Context: an optimization exercise on an open-source flow, tuned for small area. The choices shown serve that exercise and are no tape-out recipe. For this run, only the layout was checked, not whether the RTL still works. Power and IR drop assume default switching activity.

<file path="run.sh">
#!/bin/bash
# synth_recipe.tcl (not shown) runs the flow's synth.tcl, then flattens the netlist and writes it again
# the make line also repeats each setting of config.mk as NAME=value (left out here)
make -C /OpenROAD-flow-scripts/flow DESIGN_CONFIG=/design/flow/config.mk WORK_HOME=/design/flow/orfs CLKGATE_MAP_FILE= SYNTH_SCRIPT=/design/flow/synth_recipe.tcl finish
</file>
<file path="config.mk">
export PLATFORM = sky130hd
export DESIGN_NAME = ReorderBuffer
export DESIGN_NICKNAME = ReorderBuffer
export VERILOG_FILES = /design/flow/design.v
export SDC_FILE = /design/flow/constraint.sdc
export NUM_CORES = 8
export LEC_CHECK = 0
export CAP_MARGIN = 30
export CORE_MARGIN = 2
export CORE_UTILIZATION = 30
export PLACE_DENSITY = 0.36
export SLEW_MARGIN = 30
</file>
<file path="constraint.sdc">
create_clock -name core_clock -period 12.0 [get_ports {clk}]
set_input_delay 2.4000 -clock core_clock [delete_from_list [all_inputs] [get_ports {clk}]]
set_output_delay 2.4000 -clock core_clock [all_outputs]
set_load 0.01 [all_outputs]
</file>
<file path="design.v">
`timescale 1ns / 1ps
module ROBLine(
  input                   clk,
  input                   rst,
  input                   write_en,
  input                   write_reg_write_en_in,
  input   [(5) - 1:0] write_reg_write_addr_in,
  input                   write_is_branch_taken_in,
  input   [(5) - 1:0]      write_pht_index_in,
  input   [(32) - 1:0]     write_inst_branch_target_in,
  input                   write_mem_write_flag_in,
  input                   write_mem_read_flag_in,
  input                   write_mem_sign_ext_flag_in,
  input   [3:0]           write_mem_sel_in,
  input   [(32) - 1:0]     write_mem_offset_in,
  input                   write_cp0_read_flag_in,
  input                   write_cp0_write_flag_in,
  input   [(8) - 1:0] write_cp0_addr_in,
  input   [(8) - 1:0] write_exception_type_in,
  input                   write_is_delayslot_in,
  input   [(6) - 1:0]    write_opgen_in,
  input   [(5) - 1:0]    write_shamt_in,
  input                   write_operand_is_ref_1_in,
  input                   write_operand_is_ref_2_in,
  input   [(32) - 1:0]     write_operand_data_1_in,
  input   [(32) - 1:0]     write_operand_data_2_in,
  input   [(32) - 1:0]     write_pc_in,
  input                   update_en,
  input   [(32) - 1:0]     update_reg_write_data_in,
  input   [(8) - 1:0] update_exception_type_in,
  output reg                  done_out,
  output reg                  reg_write_en_out,
  output reg  [(5) - 1:0] reg_write_addr_out,
  output reg  [(32) - 1:0]     reg_write_data_out,
  output reg                  is_branch_taken_out,
  output reg  [(5) - 1:0]      pht_index_out,
  output reg  [(32) - 1:0]     inst_branch_target_out,
  output reg                  mem_write_flag_out,
  output reg                  mem_read_flag_out,
  output reg                  mem_sign_ext_flag_out,
  output reg  [3:0]           mem_sel_out,
  output reg  [(32) - 1:0]     mem_offset_out,
  output reg                  cp0_read_flag_out,
  output reg                  cp0_write_flag_out,
  output reg  [(8) - 1:0] cp0_addr_out,
  output reg  [(8) - 1:0] exception_type_out,
  output reg                  is_delayslot_out,
  output reg  [(6) - 1:0]    opgen_out,
  output reg  [(5) - 1:0]    shamt_out,
  output reg                  operand_is_ref_1_out,
  output reg                  operand_is_ref_2_out,
  output reg  [(32) - 1:0]     operand_data_1_out,
  output reg  [(32) - 1:0]     operand_data_2_out,
  output reg  [(32) - 1:0]     pc_out
);
  always @(posedge clk) begin
    if (!rst) begin
      done_out <= 0;
      reg_write_en_out <= 0;
      reg_write_addr_out <= 0;
      reg_write_data_out <= 0;
      is_branch_taken_out <= 0;
      pht_index_out <= 0;
      inst_branch_target_out <= 0;
      mem_write_flag_out <= 0;
      mem_read_flag_out <= 0;
      mem_sign_ext_flag_out <= 0;
      mem_sel_out <= 0;
      mem_offset_out <= 0;
      cp0_read_flag_out <= 0;
      cp0_write_flag_out <= 0;
      cp0_addr_out <= 0;
      exception_type_out <= 0;
      is_delayslot_out <= 0;
      opgen_out <= 0;
      shamt_out <= 0;
      operand_is_ref_1_out <= 0;
      operand_is_ref_2_out <= 0;
      operand_data_1_out <= 0;
      operand_data_2_out <= 0;
      pc_out <= 0;
    end
    else if (update_en) begin
      done_out <= 1;
      reg_write_data_out <= update_reg_write_data_in;
      exception_type_out <= update_exception_type_in;
    end
    else if (write_en) begin
      done_out <= 0;
      reg_write_en_out <= write_reg_write_en_in;
      reg_write_addr_out <= write_reg_write_addr_in;
      reg_write_data_out <= 0;
      is_branch_taken_out <= write_is_branch_taken_in;
      pht_index_out <= write_pht_index_in;
      inst_branch_target_out <= write_inst_branch_target_in;
      mem_write_flag_out <= write_mem_write_flag_in;
      mem_read_flag_out <= write_mem_read_flag_in;
      mem_sign_ext_flag_out <= write_mem_sign_ext_flag_in;
      mem_sel_out <= write_mem_sel_in;
      mem_offset_out <= write_mem_offset_in;
      cp0_read_flag_out <= write_cp0_read_flag_in;
      cp0_write_flag_out <= write_cp0_write_flag_in;
      cp0_addr_out <= write_cp0_addr_in;
      exception_type_out <= write_exception_type_in;
      is_delayslot_out <= write_is_delayslot_in;
      opgen_out <= write_opgen_in;
      shamt_out <= write_shamt_in;
      operand_is_ref_1_out <= write_operand_is_ref_1_in;
      operand_is_ref_2_out <= write_operand_is_ref_2_in;
      operand_data_1_out <= write_operand_data_1_in;
      operand_data_2_out <= write_operand_data_2_in;
      pc_out <= write_pc_in;
    end
  end
endmodule  
`timescale 1ns / 1ps
module ReorderBuffer(
  input                   clk,
  input                   rst,
  input                   read_en,
  output                  can_read,
  output reg  [(5) - 1:0] read_rob_addr_out,
  output reg                  read_is_branch_taken_out,
  output reg  [(5) - 1:0]      read_pht_index_out,
  output reg  [(32) - 1:0]     read_inst_branch_target_out,
  output reg                  read_mem_write_flag_out,
  output reg                  read_mem_read_flag_out,
  output reg                  read_mem_sign_ext_flag_out,
  output reg  [3:0]           read_mem_sel_out,
  output reg  [(32) - 1:0]     read_mem_offset_out,
  output reg                  read_cp0_read_flag_out,
  output reg                  read_cp0_write_flag_out,
  output reg  [(8) - 1:0] read_cp0_addr_out,
  output reg  [(8) - 1:0] read_exception_type_out,
  output reg  [(6) - 1:0]    read_opgen_out,
  output reg  [(5) - 1:0]    read_shamt_out,
  output reg                  read_operand_is_ref_1_out,
  output reg                  read_operand_is_ref_2_out,
  output reg  [(32) - 1:0]     read_operand_data_1_out,
  output reg  [(32) - 1:0]     read_operand_data_2_out,
  output reg  [(32) - 1:0]     read_pc_out,
  input                   write_en,
  output                  can_write,
  output  [(5) - 1:0] write_rob_addr_out,
  input                   write_reg_write_en_in,
  input   [(5) - 1:0] write_reg_write_addr_in,
  input                   write_is_branch_taken_in,
  input   [(5) - 1:0]      write_pht_index_in,
  input   [(32) - 1:0]     write_inst_branch_target_in,
  input                   write_mem_write_flag_in,
  input                   write_mem_read_flag_in,
  input                   write_mem_sign_ext_flag_in,
  input   [3:0]           write_mem_sel_in,
  input   [(32) - 1:0]     write_mem_offset_in,
  input                   write_cp0_read_flag_in,
  input                   write_cp0_write_flag_in,
  input   [(8) - 1:0] write_cp0_addr_in,
  input   [(8) - 1:0] write_exception_type_in,
  input                   write_is_delayslot_in,
  input   [(6) - 1:0]    write_opgen_in,
  input   [(5) - 1:0]    write_shamt_in,
  input                   write_operand_is_ref_1_in,
  input                   write_operand_is_ref_2_in,
  input   [(32) - 1:0]     write_operand_data_1_in,
  input   [(32) - 1:0]     write_operand_data_2_in,
  input   [(32) - 1:0]     write_pc_in,
  input                   update_en,
  input   [(5) - 1:0] update_addr,
  input   [(32) - 1:0]     update_reg_write_data_in,
  input   [(8) - 1:0] update_exception_type_in,
  input                   commit_en,
  output                  can_commit,
  output reg                  commit_reg_write_en_out,
  output reg  [(5) - 1:0] commit_reg_write_addr_out,
  output reg  [(32) - 1:0]     commit_reg_write_data_out,
  output reg  [(8) - 1:0] commit_exception_type_out,
  output reg                  commit_is_delayslot_out,
  output reg  [(32) - 1:0]     commit_pc_out,
  input                   erase_en,
  input   [(5) - 1:0] erase_from_addr
);
  wire                line_write_en[(2 ** (5)) - 1:0];
  wire                line_update_en[(2 ** (5)) - 1:0];
  wire                robl_done[(2 ** (5)) - 1:0];
  wire                robl_reg_write_en[(2 ** (5)) - 1:0];
  wire[(5) - 1:0] robl_reg_write_addr[(2 ** (5)) - 1:0];
  wire[(32) - 1:0]     robl_reg_write_data[(2 ** (5)) - 1:0];
  wire                robl_is_branch_taken[(2 ** (5)) - 1:0];
  wire[(5) - 1:0]      robl_pht_index[(2 ** (5)) - 1:0];
  wire[(32) - 1:0]     robl_inst_branch_target[(2 ** (5)) - 1:0];
  wire                robl_mem_write_flag[(2 ** (5)) - 1:0];
  wire                robl_mem_read_flag[(2 ** (5)) - 1:0];
  wire                robl_mem_sign_ext_flag[(2 ** (5)) - 1:0];
  wire[3:0]           robl_mem_sel[(2 ** (5)) - 1:0];
  wire[(32) - 1:0]     robl_mem_offset[(2 ** (5)) - 1:0];
  wire                robl_cp0_read_flag[(2 ** (5)) - 1:0];
  wire                robl_cp0_write_flag[(2 ** (5)) - 1:0];
  wire[(8) - 1:0] robl_cp0_addr[(2 ** (5)) - 1:0];
  wire[(8) - 1:0] robl_exception_type[(2 ** (5)) - 1:0];
  wire                robl_is_delayslot[(2 ** (5)) - 1:0];
  wire[(6) - 1:0]    robl_opgen[(2 ** (5)) - 1:0];
  wire[(5) - 1:0]    robl_shamt[(2 ** (5)) - 1:0];
  wire                robl_operand_is_ref_1[(2 ** (5)) - 1:0];
  wire                robl_operand_is_ref_2[(2 ** (5)) - 1:0];
  wire[(32) - 1:0]     robl_operand_data_1[(2 ** (5)) - 1:0];
  wire[(32) - 1:0]     robl_operand_data_2[(2 ** (5)) - 1:0];
  wire[(32) - 1:0]     robl_pc[(2 ** (5)) - 1:0];
  genvar i;
  generate
    for (i = 0; i < (2 ** (5)); i = i + 1) begin
      ROBLine line(
        .clk                          (clk),
        .rst                          (rst),
        .write_en                     (line_write_en[i]),
        .write_reg_write_en_in        (write_reg_write_en_in),
        .write_reg_write_addr_in      (write_reg_write_addr_in),
        .write_is_branch_taken_in     (write_is_branch_taken_in),
        .write_pht_index_in           (write_pht_index_in),
        .write_inst_branch_target_in  (write_inst_branch_target_in),
        .write_mem_write_flag_in      (write_mem_write_flag_in),
        .write_mem_read_flag_in       (write_mem_read_flag_in),
        .write_mem_sign_ext_flag_in   (write_mem_sign_ext_flag_in),
        .write_mem_sel_in             (write_mem_sel_in),
        .write_mem_offset_in          (write_mem_offset_in),
        .write_cp0_read_flag_in       (write_cp0_read_flag_in),
        .write_cp0_write_flag_in      (write_cp0_write_flag_in),
        .write_cp0_addr_in            (write_cp0_addr_in),
        .write_exception_type_in      (write_exception_type_in),
        .write_is_delayslot_in        (write_is_delayslot_in),
        .write_opgen_in               (write_opgen_in),
        .write_shamt_in               (write_shamt_in),
        .write_operand_is_ref_1_in    (write_operand_is_ref_1_in),
        .write_operand_is_ref_2_in    (write_operand_is_ref_2_in),
        .write_operand_data_1_in      (write_operand_data_1_in),
        .write_operand_data_2_in      (write_operand_data_2_in),
        .write_pc_in                  (write_pc_in),
        .update_en                    (line_update_en[i]),
        .update_reg_write_data_in     (update_reg_write_data_in),
        .update_exception_type_in     (update_exception_type_in),
        .done_out                     (robl_done[i]),
        .reg_write_en_out             (robl_reg_write_en[i]),
        .reg_write_addr_out           (robl_reg_write_addr[i]),
        .reg_write_data_out           (robl_reg_write_data[i]),
        .is_branch_taken_out          (robl_is_branch_taken[i]),
        .pht_index_out                (robl_pht_index[i]),
        .inst_branch_target_out       (robl_inst_branch_target[i]),
        .mem_write_flag_out           (robl_mem_write_flag[i]),
        .mem_read_flag_out            (robl_mem_read_flag[i]),
        .mem_sign_ext_flag_out        (robl_mem_sign_ext_flag[i]),
        .mem_sel_out                  (robl_mem_sel[i]),
        .mem_offset_out               (robl_mem_offset[i]),
        .cp0_read_flag_out            (robl_cp0_read_flag[i]),
        .cp0_write_flag_out           (robl_cp0_write_flag[i]),
        .cp0_addr_out                 (robl_cp0_addr[i]),
        .exception_type_out           (robl_exception_type[i]),
        .is_delayslot_out             (robl_is_delayslot[i]),
        .opgen_out                    (robl_opgen[i]),
        .shamt_out                    (robl_shamt[i]),
        .operand_is_ref_1_out         (robl_operand_is_ref_1[i]),
        .operand_is_ref_2_out         (robl_operand_is_ref_2[i]),
        .operand_data_1_out           (robl_operand_data_1[i]),
        .operand_data_2_out           (robl_operand_data_2[i]),
        .pc_out                       (robl_pc[i])
      );
    end
  endgenerate
  reg[5:0] head_ptr, read_ptr, tail_ptr;
  wire[5:0] head_ptr_fwd, read_ptr_fwd, tail_ptr_fwd;
  wire[5:0] erase_ptr = {
    erase_from_addr >= head_ptr[5 - 1:0] ?
        head_ptr[5] : !head_ptr[5],
    erase_from_addr
  };
  assign head_ptr_fwd = commit_en ? head_ptr + 1 : head_ptr;
  assign read_ptr_fwd = erase_en ? erase_ptr :
                        read_en ? read_ptr + 1 : read_ptr;
  assign tail_ptr_fwd = erase_en ? erase_ptr :
                        write_en ? tail_ptr + 1 : tail_ptr;
  assign write_rob_addr_out = tail_ptr_fwd[5 - 1:0];
  wire foe_head = head_ptr_fwd[5 - 1:0] == tail_ptr_fwd[5 - 1:0];
  wire foe_read = read_ptr_fwd[5 - 1:0] == tail_ptr_fwd[5 - 1:0];
  wire robl_done_fwd = update_en && head_ptr_fwd[5 - 1:0] == update_addr ?
      1 : write_en && !erase_en && head_ptr_fwd == tail_ptr ?
      0 : robl_done[head_ptr_fwd[5 - 1:0]];
  assign can_read = !(foe_read && read_ptr_fwd == tail_ptr_fwd);
  assign can_write = !(foe_head && head_ptr_fwd != tail_ptr_fwd);
  assign can_commit = !(foe_head && head_ptr_fwd == tail_ptr_fwd) && robl_done_fwd;
  generate
    for (i = 0; i < (2 ** (5)); i = i + 1) begin
      assign line_write_en[i] = write_en && !erase_en ?
          tail_ptr[5 - 1:0] == i : 0;
    end
  endgenerate
  generate
    for (i = 0; i < (2 ** (5)); i = i + 1) begin
      assign line_update_en[i] = update_en ? update_addr == i : 0;
    end
  endgenerate
  always @(*) begin
    if (!rst) begin
      read_rob_addr_out <= 0;
      read_is_branch_taken_out <= 0;
      read_pht_index_out <= 0;
      read_inst_branch_target_out <= 0;
      read_mem_write_flag_out <= 0;
      read_mem_read_flag_out <= 0;
      read_mem_sign_ext_flag_out <= 0;
      read_mem_sel_out <= 0;
      read_mem_offset_out <= 0;
      read_cp0_read_flag_out <= 0;
      read_cp0_write_flag_out <= 0;
      read_cp0_addr_out <= 0;
      read_exception_type_out <= 0;
      read_opgen_out <= 0;
      read_shamt_out <= 0;
      read_operand_is_ref_1_out <= 0;
      read_operand_is_ref_2_out <= 0;
      read_operand_data_1_out <= 0;
      read_operand_data_2_out <= 0;
      read_pc_out <= 0;
    end
    else begin
      read_rob_addr_out <= read_ptr[5 - 1:0];
      if (write_en && !erase_en && read_ptr[5 - 1:0] ==
                                   tail_ptr[5 - 1:0]) begin
        read_is_branch_taken_out <= write_is_branch_taken_in;
        read_pht_index_out <= write_pht_index_in;
        read_inst_branch_target_out <= write_inst_branch_target_in;
        read_mem_write_flag_out <= write_mem_write_flag_in;
        read_mem_read_flag_out <= write_mem_read_flag_in;
        read_mem_sign_ext_flag_out <= write_mem_sign_ext_flag_in;
        read_mem_sel_out <= write_mem_sel_in;
        read_mem_offset_out <= write_mem_offset_in;
        read_cp0_read_flag_out <= write_cp0_read_flag_in;
        read_cp0_write_flag_out <= write_cp0_write_flag_in;
        read_cp0_addr_out <= write_cp0_addr_in;
        read_exception_type_out <= write_exception_type_in;
        read_opgen_out <= write_opgen_in;
        read_shamt_out <= write_shamt_in;
        read_operand_is_ref_1_out <= write_operand_is_ref_1_in;
        read_operand_is_ref_2_out <= write_operand_is_ref_2_in;
        read_operand_data_1_out <= write_operand_data_1_in;
        read_operand_data_2_out <= write_operand_data_2_in;
        read_pc_out <= write_pc_in;
      end
      else begin
        read_is_branch_taken_out <= robl_is_branch_taken[read_ptr[5 - 1:0]];
        read_pht_index_out <= robl_pht_index[read_ptr[5 - 1:0]];
        read_inst_branch_target_out <= robl_inst_branch_target[read_ptr[5 - 1:0]];
        read_mem_write_flag_out <= robl_mem_write_flag[read_ptr[5 - 1:0]];
        read_mem_read_flag_out <= robl_mem_read_flag[read_ptr[5 - 1:0]];
        read_mem_sign_ext_flag_out <= robl_mem_sign_ext_flag[read_ptr[5 - 1:0]];
        read_mem_sel_out <= robl_mem_sel[read_ptr[5 - 1:0]];
        read_mem_offset_out <= robl_mem_offset[read_ptr[5 - 1:0]];
        read_cp0_read_flag_out <= robl_cp0_read_flag[read_ptr[5 - 1:0]];
        read_cp0_write_flag_out <= robl_cp0_write_flag[read_ptr[5 - 1:0]];
        read_cp0_addr_out <= robl_cp0_addr[read_ptr[5 - 1:0]];
        read_exception_type_out <= robl_exception_type[read_ptr[5 - 1:0]];
        read_opgen_out <= robl_opgen[read_ptr[5 - 1:0]];
        read_shamt_out <= robl_shamt[read_ptr[5 - 1:0]];
        read_operand_is_ref_1_out <= robl_operand_is_ref_1[read_ptr[5 - 1:0]];
        read_operand_is_ref_2_out <= robl_operand_is_ref_2[read_ptr[5 - 1:0]];
        read_operand_data_1_out <= robl_operand_data_1[read_ptr[5 - 1:0]];
        read_operand_data_2_out <= robl_operand_data_2[read_ptr[5 - 1:0]];
        read_pc_out <= robl_pc[read_ptr[5 - 1:0]];
      end
    end
  end
  always @(*) begin
    if (!rst) begin
      commit_reg_write_en_out <= 0;
      commit_reg_write_addr_out <= 0;
      commit_reg_write_data_out <= 0;
      commit_exception_type_out <= 0;
      commit_is_delayslot_out <= 0;
      commit_pc_out <= 0;
    end
    else begin
      commit_reg_write_en_out <= robl_reg_write_en[head_ptr[5 - 1:0]];
      commit_reg_write_addr_out <= robl_reg_write_addr[head_ptr[5 - 1:0]];
      commit_is_delayslot_out <= robl_is_delayslot[head_ptr[5 - 1:0]];
      commit_pc_out <= robl_pc[head_ptr[5 - 1:0]];
      if (update_en && head_ptr[5 - 1:0] == update_addr) begin
        commit_reg_write_data_out <= update_reg_write_data_in;
        commit_exception_type_out <= update_exception_type_in;
      end
      else begin
        commit_reg_write_data_out <= robl_reg_write_data[head_ptr[5 - 1:0]];
        commit_exception_type_out <= robl_exception_type[head_ptr[5 - 1:0]];
      end
    end
  end
  always @(posedge clk) begin
    if (!rst) begin
      head_ptr <= 0;
    end
    else if (commit_en) begin
      head_ptr <= head_ptr + 1;
    end
  end
  always @(posedge clk) begin
    if (!rst) begin
      read_ptr <= 0;
    end
    else if (erase_en) begin
      read_ptr <= erase_ptr;
    end
    else if (read_en) begin
      read_ptr <= read_ptr + 1;
    end
  end
  always @(posedge clk) begin
    if (!rst) begin
      tail_ptr <= 0;
    end
    else if (erase_en) begin
      tail_ptr <= erase_ptr;
    end
    else if (write_en) begin
      tail_ptr <= tail_ptr + 1;
    end
  end
endmodule  
</file>
==> run notes <==
==> worst register-to-register path, delay by kind of cell (launching register included) <==
kind,cells,cell delay (ns)
adders and majority gates,1,0.38
and+or+nand+nor,5,1.23
DFF,1,0.64
AOI/OAI and AO/OA,1,0.18
buffers and inverters,4,2.49
==> final cells by class <==
type                    count  share of cell area, %
flip-flops and latches   7826                   41.6
multi-input cells       29600                   40.3
clock inverters           208                  0.631
diodes                     83                 0.0552
repair buffers           1824                   4.87
inverters                  21                 0.0243
well taps               14400                   4.80
clock buffers            1498                   7.65
==> final timing paths <==
path / from / end
worst max register to register: tail_ptr[0] / genblk1[27].line.operand_data_1_out[10]
worst min register to register: genblk1[0].line.operand_data_2_out[1] / genblk1[0].line.operand_data_2_out[1]
worst min-delay path: genblk1[0].line.operand_data_2_out[1] / genblk1[0].line.operand_data_2_out[1]
worst max-delay path: read_ptr[0] / read_pc_out[26]
==> kinds of logic after synthesis <==
family,share of synthesized area (%)
and+or+nand+nor,20.3
AOI/OAI and AO/OA,25.1
DFF,48.0
buffers and inverters,6.04
muxes,0.293
xor gates and xnor gates,0.135
adders and majority gates,0.0882
==> cell usage after synthesis (all sizes together), types with 22 or more instances <==
cell / number / area [um2]
a2bb2oi: 33 / 289
clkbuf: 3394 / 12800
xnor2: 32 / 288
and4b: 22 / 220
o21ai: 130 / 651
a21oi: 6803 / 34100
nor2b: 26 / 163
dfxtp: 7826 / 157000
a22o: 1253 / 11000
a22oi: 2280 / 17100
a311oi: 210 / 1840
ha: 23 / 288
nand2: 13900 / 52300
and4: 31 / 272
nand4: 563 / 3520
nand3: 317 / 1590
mux2i: 72 / 721
nor3: 122 / 611
buf: 1306 / 6810
nand2b: 22 / 138
o211ai: 144 / 1080
a21o: 26 / 195
a222oi: 295 / 2950
a211oi: 72 / 541
a221oi: 1280 / 11300
nor2: 1549 / 5850
or3: 149 / 932
==> power by group through the flow <==
stage / Clock [mW] / Sequential, mW / Combinational, mW
finish: 29.7 / 26.3 / 4.21
global route: 30.9 / 26.3 / 4.22
CTS: 30.0 / 26.2 / 4.07
detailed placement: 0 / 26.8 / 4.06
global placement: 0 / 26.8 / 4.04
floorplan: 0 / 26.8 / 1.81
==> per-layer routing <==
| metal | GRT usage, % | wire [um] | vias to the layer above | share of wire [%] |
|---|---|---|---|---|
| li1 | - | - | 142000 | - |
| met1 | 51.8 | 924000 | 173000 | 41 |
| met2 | 61.0 | 989000 | 22100 | 44 |
| met3 | 6.99 | 203000 | 5182 | 9.1 |
| met4 | 18.3 | 124000 | 48 | 5.5 |
| met5 | 0.0303 | 345 | - | 0.015 |
==> cells in the final DEF, fill, tap and decap left out, types with 210 or more instances in the layout <==
| cell | Yosys | final |
|---|---|---|
| nand2_1 | 13900 | 13900 |
| dfxtp_1 | 7826 | 7820 |
| a21oi_1 | 6802 | 6796 |
| a22oi_1 | 2280 | 2280 |
| nor2_1 | 1533 | 1434 |
| a221oi_1 | 1273 | 1273 |
| a22o_1 | 1253 | 1253 |
| buf_4 | 193 | 981 |
| clkbuf_16 | 0 | 954 |
| nand4_1 | 563 | 563 |
| clkdlybuf4s50_1 | 0 | 516 |
| nand3_1 | 317 | 312 |
| a222oi_1 | 295 | 295 |
| clkbuf_8 | 0 | 287 |
| clkbuf_1 | 3333 | 257 |
| buf_12 | 0 | 241 |
| a311oi_1 | 210 | 210 |
==> per-stage QoR <==
step	total power, mW	utilization, %
2_1_floorplan	28.6	-
3_3_place_gp	30.9	31.7
3_5_place_dp	30.9	31.7
4_1_cts	60.3	34.6
5_1_grt	61.4	34.6
6_report	60.2	34.6
==> flip-flops by register name, indices dropped and copies added, names as in the netlist, 128 cells and up <==
name	count
genblk1.line.mem_offset_out	1024
genblk1.line.mem_sel_out	128
genblk1.line.pc_out	1024
genblk1.line.operand_data_2_out	1024
genblk1.line.inst_branch_target_out	1024
genblk1.line.reg_write_data_out	1024
genblk1.line.shamt_out	160
genblk1.line.operand_data_1_out	1024
genblk1.line.exception_type_out	256
genblk1.line.cp0_addr_out	256
genblk1.line.pht_index_out	160
genblk1.line.opgen_out	192
genblk1.line.reg_write_addr_out	160
==> reports/results.ini <==
[global_routing]
grt_first_pass_wirelength_mm=2960
track_usage_pct=38.9
grt_max_degree=189
grt_pass1_vias=312000
antenna_found_initial=178
grt_overflow=0

[cts]
clock_sinks=7826
cts_max_level=6
path_clk_slew_ns=0.06
postCtsSetupRepairBufs=0
ctsRootBufferMaster=clkbuf_16
cts_tree=built
insertion_delay_ns=1.25
hold_buffers=0
cts_buffers=933
cts_buffer_depth=5
postCtsResizedCells=0

[yosys]
ys.warnings.count=2
synth_cells=42200
syn-num-nets=42400
synth_edf_count=0
synth-main-ff-cell=dfxtp_1
netlist_area_um2=326000
synth.distinct_cells=75
ys_ff_latch=7826
seq_area_frac_synth_pct=48.0
syn_avg_cell_area_um2=7.74
synthArstFlopShare_pct=0

[placement]
io_buffers=563
place_area_um2=345000
pre_cts_ws_ns=3.00
gp_congestion=0.898
dp_hpwl_mm=1160
dp_cells=53700

[worst_hold_path]
hold_class=flop to flop
hold_path_depth=2

[setup_path]
end_kind=output pin
reg2regPathDepth=11
cp_top_family=buffers and inverters
cp_slowest_cell=buf_4
cp.depth=11
crit_required_ns=9.60
path_buf_inv=4
critPathMaxStageDelay_ns=0.93
cpMostUsedCell=buf_4
arrival_ns=7.78
ff2ff_setup_slack_ns=7.04
worstPathCellList=ha_2, buf_4, and4b_4, buf_4, buf_4, a221oi_1, nand4_1, or3_1, o211ai_1, a21oi_1, clkdlybuf4s50_1
path_class=flop to output pin
critPathLaunchType=flop
cp_max_fo=25

[drt]
drtPass1Iterations=13
routed_wl_mm=2240
num_vias=343000
drc_errors=0
wire_per_inst_um=40.4
drtIter0Drc=53400
avgViaCountPerCell=6.18
ant_nets=0

[finish]
stdcell_count=55500
multi_input_area_um2=152000
fillers=112000
fin_nets=40500
ff_latch_area_um2=157000
finish.instance_area_um2=376000
areaGrowthSynthToFinish_pct=15.3
drive_gt1_share_pct=7.49

[power]
p_seq_share_pct=43.6
combinationalPowerShare_pct=7.0
switching_share_pct=26.6
switchingPower_mw=16.0
p_per_area_nw_per_um2=160
power.leakage_nw=118
p_int_mw=44.2
ir_worst_vdd_mv=0.147
pwr-share-clk_pct=49.4

[status]
run_status=finished clean

[sta]
max_freq_mhz=98.3
setup_viol=0
maxSlewHeadroom_pct=12.9
tightest_slew_ns=1.31
post-route-period-util_pct=84.8
finalWorstSetupSlack_ns=1.82
fin_crit_ns=10.18
rsz0062_at_grt=no
finalMaxSlewViolations=0
whs_ns=0.450
finalHoldViolCount=0
finalSetupTns_ns=0
clock_skew_ns=0.0728

[die]
start_util_pct=30.0
coreArea_um2=1090000
io_pins=564
rows=383
dieArea_um2=1100000
die_width_mm=1.05
fp.dieH_mm=1.05

[run]
cap_violations=0

-- re-timing with driven ports --
The flow's constraints put no driver on any port. The routed layout listed below was extracted and timed again, unchanged, in two steps. Step 1 sets driving cells, clkbuf_16 on the clock port and buf_2 on the other inputs (assumed; they add their load-dependent delay and slew). Step 2 adds t to the input delays and takes it off the output delays; t is the mean of the earliest and latest rising clock arrival at the registers after step 1. Input paths then give back, and output paths get back, about the clock's delay inside the block. Three values: no drivers, after step 1, after step 2; two values: the first two.
t (ns): 1.376
setup WS [ns]: 1.825 / 1.663 / 2.790
hold slack, ns: 0.450 / 0.450 / 0.450
clock arrival spread, ns: 0.073 / 0.072
worst data-port slew with drivers (ns): 0.45
After both steps setup and hold are still met in this run. For this run, drivers alone change the setup slack by -0.162 ns; drivers and shift together by +0.965 ns.
